What follows belongs to an exercise in optimizing a design on an open flow for small area and a short achievable clock period; a production flow would make more cautious choices.
RTL that was checked went through simulation tests only; none was proved equivalent to the original.
No activity file was given, so power comes from the tool's default toggle rates.

Design filter, start of the top module:
module filter(
    clock,
    reset,
    Data_In,
    Data_Out
    );
==> flow/config.mk <==
export PLATFORM = sky130hd
export DESIGN_NAME = filter
export DESIGN_NICKNAME = filter
export VERILOG_FILES = /design/flow/design.v
export SDC_FILE = /design/flow/constraint.sdc
export NUM_CORES = 4
export LEC_CHECK = 0
export ABC_CLOCK_PERIOD_IN_PS = 3000
export CAP_MARGIN = 20
export CORE_MARGIN = 2
export CORE_UTILIZATION = 40
export CTS_BUF_LIST = sky130_fd_sc_hd__clkbuf_8
export CTS_CLUSTER_DIAMETER = 60
export CTS_CLUSTER_SIZE = 14
export SLEW_MARGIN = 20
export SYNTH_HIERARCHICAL = 1
==> flow/constraint.sdc <==
create_clock -name core_clock -period 12.5 [get_ports {clock}]
set_input_delay 2.5000 -clock core_clock [delete_from_list [all_inputs] [get_ports {clock}]]
set_output_delay 2.5000 -clock core_clock [all_outputs]
set_load 0.01 [all_outputs]
standard.sh (not shown) runs the stock make flow with config.mk's settings and CLKGATE_MAP_FILE= SYNTH_SCRIPT=/design/flow/synth_recipe.tcl, a recipe that flattens the netlist after the stock synthesis.
==> flow/flow/run.sh <==
#!/bin/bash
# The standard layout (standard.sh) with three changes: synthesis runs
# flow/synth.tcl (synth_recipe.tcl without adder-cell extraction in the output
# adder's small modules), the port buffers are sky130_fd_sc_hd__buf_2 cells,
# timing repair aims for more setup slack than config.mk may ask for, and
# clock tree synthesis inserts no dummy loads.
# Logs: standard.log here; ORFS's own logs under orfs/logs.
set -euo pipefail
export SETUP_SLACK_MARGIN=5.5
export CTS_ARGS="-sink_clustering_enable -repair_clock_nets -dont_use_dummy_load -sink_clustering_size 30 -sink_clustering_max_diameter 80 -buf_list sky130_fd_sc_hd__clkbuf_16"
export BUFFER_PORTS_ARGS="-buffer_cell sky130_fd_sc_hd__buf_2"
sed "s#SYNTH_SCRIPT=[^ ]*#SYNTH_SCRIPT=$PWD/flow/synth.tcl#" standard.sh > own_standard.sh
grep -q "SYNTH_SCRIPT=$PWD/flow/synth.tcl" own_standard.sh
bash own_standard.sh > standard.log 2>&1
==> flow/flow/synth.tcl <==
# synth_recipe.tcl (the standard synthesis), except that full and half adder
# cells are extracted only in filter, fir_fa and fir_ha: the one-cell modules,
# of the output adder and its fir_pg* modules are left to ABC as they are.
proc synth {args} { yosys synth -nofsm -noshare {*}$args }
proc extract_fa {args} { yosys extract_fa {*}$args filter fir_fa fir_ha }
source $::env(SCRIPTS_DIR)/synth.tcl
# left out here: clear keep_hierarchy, flatten, clean up, hide names made inside functions, write 1_2_yosys.v
Next try:
==> flow/flow/run.sh (replaced) <==
#!/bin/bash
# The standard layout (standard.sh) with three changes: synthesis runs
# flow/synth.tcl (synth_recipe.tcl without adder-cell extraction in the output
# adder's small modules), the port buffers are sky130_fd_sc_hd__buf_2 cells,
# and timing repair aims for more setup slack than config.mk may ask for.
# Logs: standard.log here; ORFS's own logs under orfs/logs.
set -euo pipefail
export SETUP_SLACK_MARGIN=5.5
export BUFFER_PORTS_ARGS="-buffer_cell sky130_fd_sc_hd__buf_2"
sed "s#SYNTH_SCRIPT=[^ ]*#SYNTH_SCRIPT=$PWD/flow/synth.tcl#" standard.sh > own_standard.sh
grep -q "SYNTH_SCRIPT=$PWD/flow/synth.tcl" own_standard.sh
bash own_standard.sh > standard.log 2>&1
The changed run completed with no timing, DRC or antenna violations.
Global-route usage climbs by 0.14 points.
Cell area climbs by 0.88%.
Core utilization climbs by 0.39 points.
Worst setup slack loses 5.1 ps.
Next try:
--- a/flow/flow/run.sh
+++ b/flow/flow/run.sh
@@ -6,5 +6,5 @@
 # Logs: standard.log here; ORFS's own logs under orfs/logs.
 set -euo pipefail
-export SETUP_SLACK_MARGIN=5.5
+export SETUP_SLACK_MARGIN=5.2
 export BUFFER_PORTS_ARGS="-buffer_cell sky130_fd_sc_hd__buf_2"
 sed "s#SYNTH_SCRIPT=[^ ]*#SYNTH_SCRIPT=$PWD/flow/synth.tcl#" standard.sh > own_standard.sh
Clock power hardly moves.
Register-to-register slack is worse by 20 ps.
Area after synthesis does not change.
Worst setup slack loses 170 ps.
Final cell count is lower slightly.
Core utilization fell by 0.36 points.
Design area decreases slightly.
Global-route usage barely changes.
Via count came out lower slightly.
Routed wire length falls slightly.
Next try:
--- a/flow/flow/run.sh
+++ b/flow/flow/run.sh
@@ -3,8 +3,10 @@
 # flow/synth.tcl (synth_recipe.tcl without adder-cell extraction in the output
 # adder's small modules), the port buffers are sky130_fd_sc_hd__buf_2 cells,
-# and timing repair aims for more setup slack than config.mk may ask for.
+# timing repair aims for more setup slack than config.mk may ask for, and
+# clock tree synthesis inserts no dummy loads.
 # Logs: standard.log here; ORFS's own logs under orfs/logs.
 set -euo pipefail
-export SETUP_SLACK_MARGIN=5.2
+export SETUP_SLACK_MARGIN=5.5
+export CTS_ARGS="-sink_clustering_enable -repair_clock_nets -dont_use_dummy_load -sink_clustering_size 14 -sink_clustering_max_diameter 60 -buf_list sky130_fd_sc_hd__clkbuf_8"
 export BUFFER_PORTS_ARGS="-buffer_cell sky130_fd_sc_hd__buf_2"
 sed "s#SYNTH_SCRIPT=[^ ]*#SYNTH_SCRIPT=$PWD/flow/synth.tcl#" standard.sh > own_standard.sh
Maximum frequency rises by 2.5%. Core utilization stays flat. Cell count falls by 0.39%. Power falls by 2.8%. Setup slack gets better by 170 ps.
No functional check of the RTL was part of any run of this note.


## run a
Another version of the RTL of filter (not shown whole).
Size in the first run: roughly 260 flip-flops, about 27 I/O pins, about 12000 um^2 of cells after synthesis.
export LEC_CHECK = 0
export ABC_CLOCK_PERIOD_IN_PS = 3000
export CAP_MARGIN = 20
export CORE_MARGIN = 2
export CORE_UTILIZATION = 40
export CTS_BUF_LIST = sky130_fd_sc_hd__clkbuf_8
export CTS_CLUSTER_DIAMETER = 60
export CTS_CLUSTER_SIZE = 14
export SETUP_SLACK_MARGIN = 5
export SLEW_MARGIN = 20
export SYNTH_HIERARCHICAL = 1
create_clock -name core_clock -period 12.5 [get_ports {clock}]
==> flow/flow/run.sh <==
#!/bin/bash
# The standard layout (standard.sh), except that the port buffers are
# sky130_fd_sc_hd__buf_2 cells instead of the flow's default choice of buffer.
# standard.sh's output goes to standard.log; ORFS's own logs are under orfs/logs.
set -euo pipefail
export BUFFER_PORTS_ARGS="-buffer_cell sky130_fd_sc_hd__buf_2"
bash standard.sh > standard.log 2>&1
Run a reached the end of the flow, and the finished layout is clean on the timing, design-rule and antenna checks.
Here is what was changed in the inputs of run b compared with run a.
- a deleted SETUP_SLACK_MARGIN that had been 5
==> flow/flow/run.sh <==
#!/bin/bash
# The standard layout (standard.sh), except that the port buffers are
# sky130_fd_sc_hd__buf_2 cells instead of the flow's default choice of buffer,
# and timing repair aims for more setup slack than config.mk may ask for.
# standard.sh's output goes to standard.log; ORFS's own logs are under orfs/logs.
set -euo pipefail
export SETUP_SLACK_MARGIN=6.0
export BUFFER_PORTS_ARGS="-buffer_cell sky130_fd_sc_hd__buf_2"
bash standard.sh > standard.log 2>&1
Results
From run a to run b, pin count of the biggest net entering global routing did not move at all.
Diff run b..run a | initial antenna violation count | unchanged
Against run a, run b comes in 3.4 points higher on layout overhead on the synthesized area.
Between run a and run b, the max-slew violation count figures differ only marginally.
No run of this note included a check of the RTL's function; only the layout flow was run.


== exp/nickel ==
filter, a different RTL version from the one above (not shown whole).
For scale: about 860 cells after synthesis, ~27 I/O pins, ~12000 um^2 of cells after synthesis.
==> flow/design.v (excerpt) <==
module filter(
    clock,
    reset,
    Data_In,
    Data_Out
    );
    input clock,
          reset;
    input  [7:0] Data_In;
    output [16:0] Data_Out;
    reg  [7:0] x1;
    reg  [7:0] x2;
    reg  [7:0] x3;
    reg  [7:0] x4;
    reg  [7:0] x5;
    reg  [7:0] x6;
    reg  [7:0] x7;
    reg  [7:0] x8;
    reg  [7:0] x9;
    reg  [7:0] x10;
    reg  [7:0] x11;
    reg  [7:0] x12;
    reg  [7:0] x13;
    reg  [7:0] x14;
    reg  [7:0] x15;
    reg  [7:0] x16;
    reg  [7:0] x17;
    reg  [7:0] x18;
    reg  [7:0] x19;
    reg  [7:0] x20;
    reg  [7:0] x21;
    reg  [7:0] x22;
    reg  [7:0] x23;
    reg  [7:0] x24;
    reg  [7:0] x25;
    reg  [7:0] x26;
    reg  [7:0] x27;
    reg  [7:0] x28;
    reg  [7:0] x29;
    reg  [7:0] x30;
    reg  [4:0] age;      
    reg  [16:0] S;       
    always @(posedge clock) begin
        x1 <= reset ? 8'd0 : Data_In;
        x2 <= x1;
        x3 <= x2;
        x4 <= x3;
        x5 <= x4;
        x6 <= x5;
        x7 <= x6;
        x8 <= x7;
        x9 <= (reset || age < 5'd8) ? 8'd0 : x8;
        x10 <= reset ? 8'd0 : x9;
        x11 <= reset ? 8'd0 : x10;
        x12 <= reset ? 8'd0 : x11;
        x13 <= reset ? 8'd0 : x12;
        x14 <= reset ? 8'd0 : x13;
        x15 <= reset ? 8'd0 : x14;
        x16 <= reset ? 8'd0 : x15;
        x17 <= reset ? 8'd0 : x16;
        x18 <= reset ? 8'd0 : x17;
        x19 <= reset ? 8'd0 : x18;
        x20 <= reset ? 8'd0 : x19;
        x21 <= x20;
        x22 <= x21;
        x23 <= x22;
        x24 <= x23;
        x25 <= x24;
        x26 <= x25;
        x27 <= x26;
        x28 <= (reset || age < 5'd27) ? 8'd0 : x27;
        x29 <= reset ? 8'd0 : x28;
        x30 <= reset ? 8'd0 : x29;
        if (reset) age <= 5'd0;
        else if (age != 5'd31) age <= age + 5'd1;
    end
    wire s1;
    wire c2;
    wire s4;
    wire c5;
    wire s7;
    wire c8;
    wire s10;
    wire c11;
  ...
export LEC_CHECK = 0
export ABC_CLOCK_PERIOD_IN_PS = 3000
export CAP_MARGIN = 20
export CORE_MARGIN = 2
export CORE_UTILIZATION = 40
export CTS_BUF_LIST = sky130_fd_sc_hd__clkbuf_8
export CTS_CLUSTER_DIAMETER = 60
export CTS_CLUSTER_SIZE = 14
export SLEW_MARGIN = 20
export SYNTH_HIERARCHICAL = 1
create_clock -name core_clock -period 12.5 [get_ports {clock}]
==> flow/flow/run.sh <==
#!/bin/bash
# The standard layout (standard.sh) with four changes:
#  - synthesis runs flow/synth.tcl: synth_recipe.tcl, except that adder cells
#    are not extracted inside the output adder's small modules;
#  - the port buffers are sky130_fd_sc_hd__buf_2 cells;
#  - timing repair aims for more setup slack than config.mk may ask for;
#  - clock tree synthesis uses clkbuf_16 clusters of up to 30 sinks and
#    inserts no dummy loads.
# Logs: standard.log here; ORFS's own logs under orfs/logs.
set -euo pipefail
export SETUP_SLACK_MARGIN=5.5
export CTS_ARGS="-sink_clustering_enable -repair_clock_nets -dont_use_dummy_load -sink_clustering_size 30 -sink_clustering_max_diameter 80 -buf_list sky130_fd_sc_hd__clkbuf_16"
export BUFFER_PORTS_ARGS="-buffer_cell sky130_fd_sc_hd__buf_2"
sed "s#SYNTH_SCRIPT=[^ ]*#SYNTH_SCRIPT=$PWD/flow/synth.tcl#" standard.sh > own_standard.sh
grep -q "SYNTH_SCRIPT=$PWD/flow/synth.tcl" own_standard.sh
bash own_standard.sh > standard.log 2>&1
Scripts as last shown in full above: flow/flow/synth.tcl
Inputs modified between exp/nickel and exp/ember:
# exp/nickel
export LEC_CHECK = 0
export ABC_CLOCK_PERIOD_IN_PS = 3000
export CAP_MARGIN = 20
export CORE_MARGIN = 2
export CORE_UTILIZATION = 40
export CTS_BUF_LIST = sky130_fd_sc_hd__clkbuf_8
export CTS_CLUSTER_DIAMETER = 60
export CTS_CLUSTER_SIZE = 14
export SLEW_MARGIN = 20
export SYNTH_HIERARCHICAL = 1
create_clock -name core_clock -period 12.5 [get_ports {clock}]
# exp/ember
export LEC_CHECK = 0
export ABC_CLOCK_PERIOD_IN_PS = 3000
export CAP_MARGIN = 20
export CORE_MARGIN = 2
export CORE_UTILIZATION = 60
export PLACE_DENSITY = 0.7
export SLEW_MARGIN = 20
export SYNTH_HIERARCHICAL = 1
create_clock -name core_clock -period 12.5 [get_ports {clock}]
[summary]
According to the power report, total power for exp/ember is higher than for exp/nickel.
[exp/ember vs exp/nickel] core utilization: higher in exp/ember
exp/nickel → exp/ember: cell area went down, time the final worst path needs with I/O delays and setup went up, fmax went down.
For exp/tundra, these inputs were changed with respect to exp/ember:
# exp/ember
export LEC_CHECK = 0
export ABC_CLOCK_PERIOD_IN_PS = 3000
export CAP_MARGIN = 20
export CORE_MARGIN = 2
export CORE_UTILIZATION = 60
export PLACE_DENSITY = 0.7
export SLEW_MARGIN = 20
export SYNTH_HIERARCHICAL = 1
create_clock -name core_clock -period 12.5 [get_ports {clock}]
# exp/tundra
export LEC_CHECK = 0
export ABC_CLOCK_PERIOD_IN_PS = 3000
export CAP_MARGIN = 20
export CORE_MARGIN = 2
export CORE_UTILIZATION = 85
export PLACE_DENSITY = 0.93
export SLEW_MARGIN = 20
export SYNTH_HIERARCHICAL = 1
create_clock -name core_clock -period 12.5 [get_ports {clock}]
FAIL exp/tundra @ global routing (5_1_grt): tool exited with error
| number of instances in the placed design | exp/tundra vs exp/ember | 91 lower |
From exp/ember to exp/tundra the numbers moved as follows: initial core utilization saw an increase; final weighted congestion in routability-driven placement went up by 9.2%.


Another version of the RTL of filter (not shown whole).
Size in the first run: ~27 I/O pins, ~12000 um2 of cells after synthesis.
Settings: LEC_CHECK=0, CAP_MARGIN=20, CORE_MARGIN=2, CORE_UTILIZATION=40, SLEW_MARGIN=20, SYNTH_HIERARCHICAL=1; clock period 12.5 ns.
run.sh (not shown) runs the stock make flow with config.mk's settings and CLKGATE_MAP_FILE= SYNTH_SCRIPT=/design/flow/synth_recipe.tcl, a recipe that flattens the netlist after the stock synthesis.
Stock flow here: none of the scripts above is used.
==> next run, changes <==
--- a/flow/config.mk
+++ b/flow/config.mk
@@ -10,0 +11 @@
+export CTS_BUF_LIST = sky130_fd_sc_hd__clkbuf_4
Global-route usage grows by 0.56 points.
Wire length went up by 2.3%.
Cell area decreases by 0.87%.
Critical path depth stays the same.
Clock power went down by 17%.
Non-clock buffer count does not change.
==> next run, changes <==
--- a/flow/config.mk
+++ b/flow/config.mk
@@ -11 +11 @@
-export CTS_BUF_LIST = sky130_fd_sc_hd__clkbuf_4
+export SETUP_SLACK_MARGIN = 5
Die area stays the same.
Synthesized cell count does not change.
Fmax increases by roughly a tenth.


job 6393:
filter, a different RTL version from the one above (not shown whole).
Size in the first run: about 830 cells after synthesis, ~260 flip-flops, about 27 I/O pins, about 12000 um^2 of cells after synthesis.
export LEC_CHECK = 0
export ABC_CLOCK_PERIOD_IN_PS = 3000
export CAP_MARGIN = 20
export CORE_MARGIN = 2
export CORE_UTILIZATION = 40
export CTS_BUF_LIST = sky130_fd_sc_hd__clkbuf_8
export CTS_CLUSTER_DIAMETER = 60
export CTS_CLUSTER_SIZE = 14
export SETUP_SLACK_MARGIN = 5
export SLEW_MARGIN = 20
export SYNTH_HIERARCHICAL = 1
create_clock -name core_clock -period 12.5 [get_ports {clock}]
standard.sh (not shown) runs the stock make flow with config.mk's settings and CLKGATE_MAP_FILE= SYNTH_SCRIPT=/design/flow/synth_recipe.tcl, a recipe that flattens the netlist after the stock synthesis.
==> flow/flow/run.sh <==
#!/bin/bash
# The standard layout (standard.sh), except that the port buffers are
# sky130_fd_sc_hd__buf_2 cells instead of the flow's default choice of buffer.
# standard.sh's output goes to standard.log; ORFS's own logs are under orfs/logs.
set -euo pipefail
export BUFFER_PORTS_ARGS="-buffer_cell sky130_fd_sc_hd__buf_2"
bash standard.sh > standard.log 2>&1
> inputs changed (job 6393 -> job 9576)
- SETUP_SLACK_MARGIN: 5 -> unset
==> flow/flow/run.sh <==
#!/bin/bash
# The standard layout (standard.sh), except that the port buffers are
# sky130_fd_sc_hd__buf_2 cells instead of the flow's default choice of buffer,
# and timing repair aims for more setup slack than config.mk may ask for.
# standard.sh's output goes to standard.log; ORFS's own logs are under orfs/logs.
set -euo pipefail
export SETUP_SLACK_MARGIN=5.8
export BUFFER_PORTS_ARGS="-buffer_cell sky130_fd_sc_hd__buf_2"
bash standard.sh > standard.log 2>&1
Notes after the runs:
- For the fraction of area in registers, job 9576 came in 1.3 points lower than job 6393 did.
- On clock transition at the register clock pins on the worst setup and hold paths after CTS, job 6393 tracks job 9576 almost exactly.
- Looking at startpoint of the worst setup timing path, the Data_In[1] result is from job 6393; the Data_In[6] one comes from job 9576.
- Of job 9576 and job 6393, it is job 9576 that has the higher total of clock buffers placed in the layout.

-- separate check: timing with driven ports --
No port has a modelled driver above. Below, the same layouts with a new extraction and two added sets of constraints.
Step 1: set_driving_cell puts a clkbuf_16 on clock and a buf_2 on each other input, an assumption about the parent block.
Step 2 times the ports against the registers' clock, not the clock port: input delays grow and output delays shrink by t, the midpoint of the rising clock arrivals with the driver on.
Three values: no drivers, after step 1, after step 2; two values: the first two.
run	t (ns)	setup WS [ns]	pins driven straight from the clock port
the first run of note 1	0.515	5.592 / 5.571 / 5.571	1
the second run of note 1	0.599	5.587 / 5.562 / 5.562	1
the third run of note 1	0.600	5.415 / 5.391 / 5.391	1
the fourth run of note 1	0.585	5.588 / 5.563 / 5.563	1
run a	0.579	5.068 / 5.019 / 5.019	1
run b	0.583	5.092 / 5.040 / 5.040	1
exp/nickel	0.515	5.592 / 5.571 / 5.571	1
exp/ember	0.516	5.553 / 5.532 / 5.532	1
the first run of note 4	0.570	4.254 / 4.228 / 4.228	1
the second run of note 4	0.672	4.254 / 4.228 / 4.228	1
the third run of note 4	0.571	5.075 / 5.052 / 5.052	1
job 6393	0.585	5.315 / 5.286 / 5.286	1
job 9576	0.574	5.573 / 5.527 / 5.527	1
After both steps every run listed still meets setup and hold. For run b, which loses most, drivers alone change the setup slack by -0.052 ns; drivers and shift together by -0.052 ns.
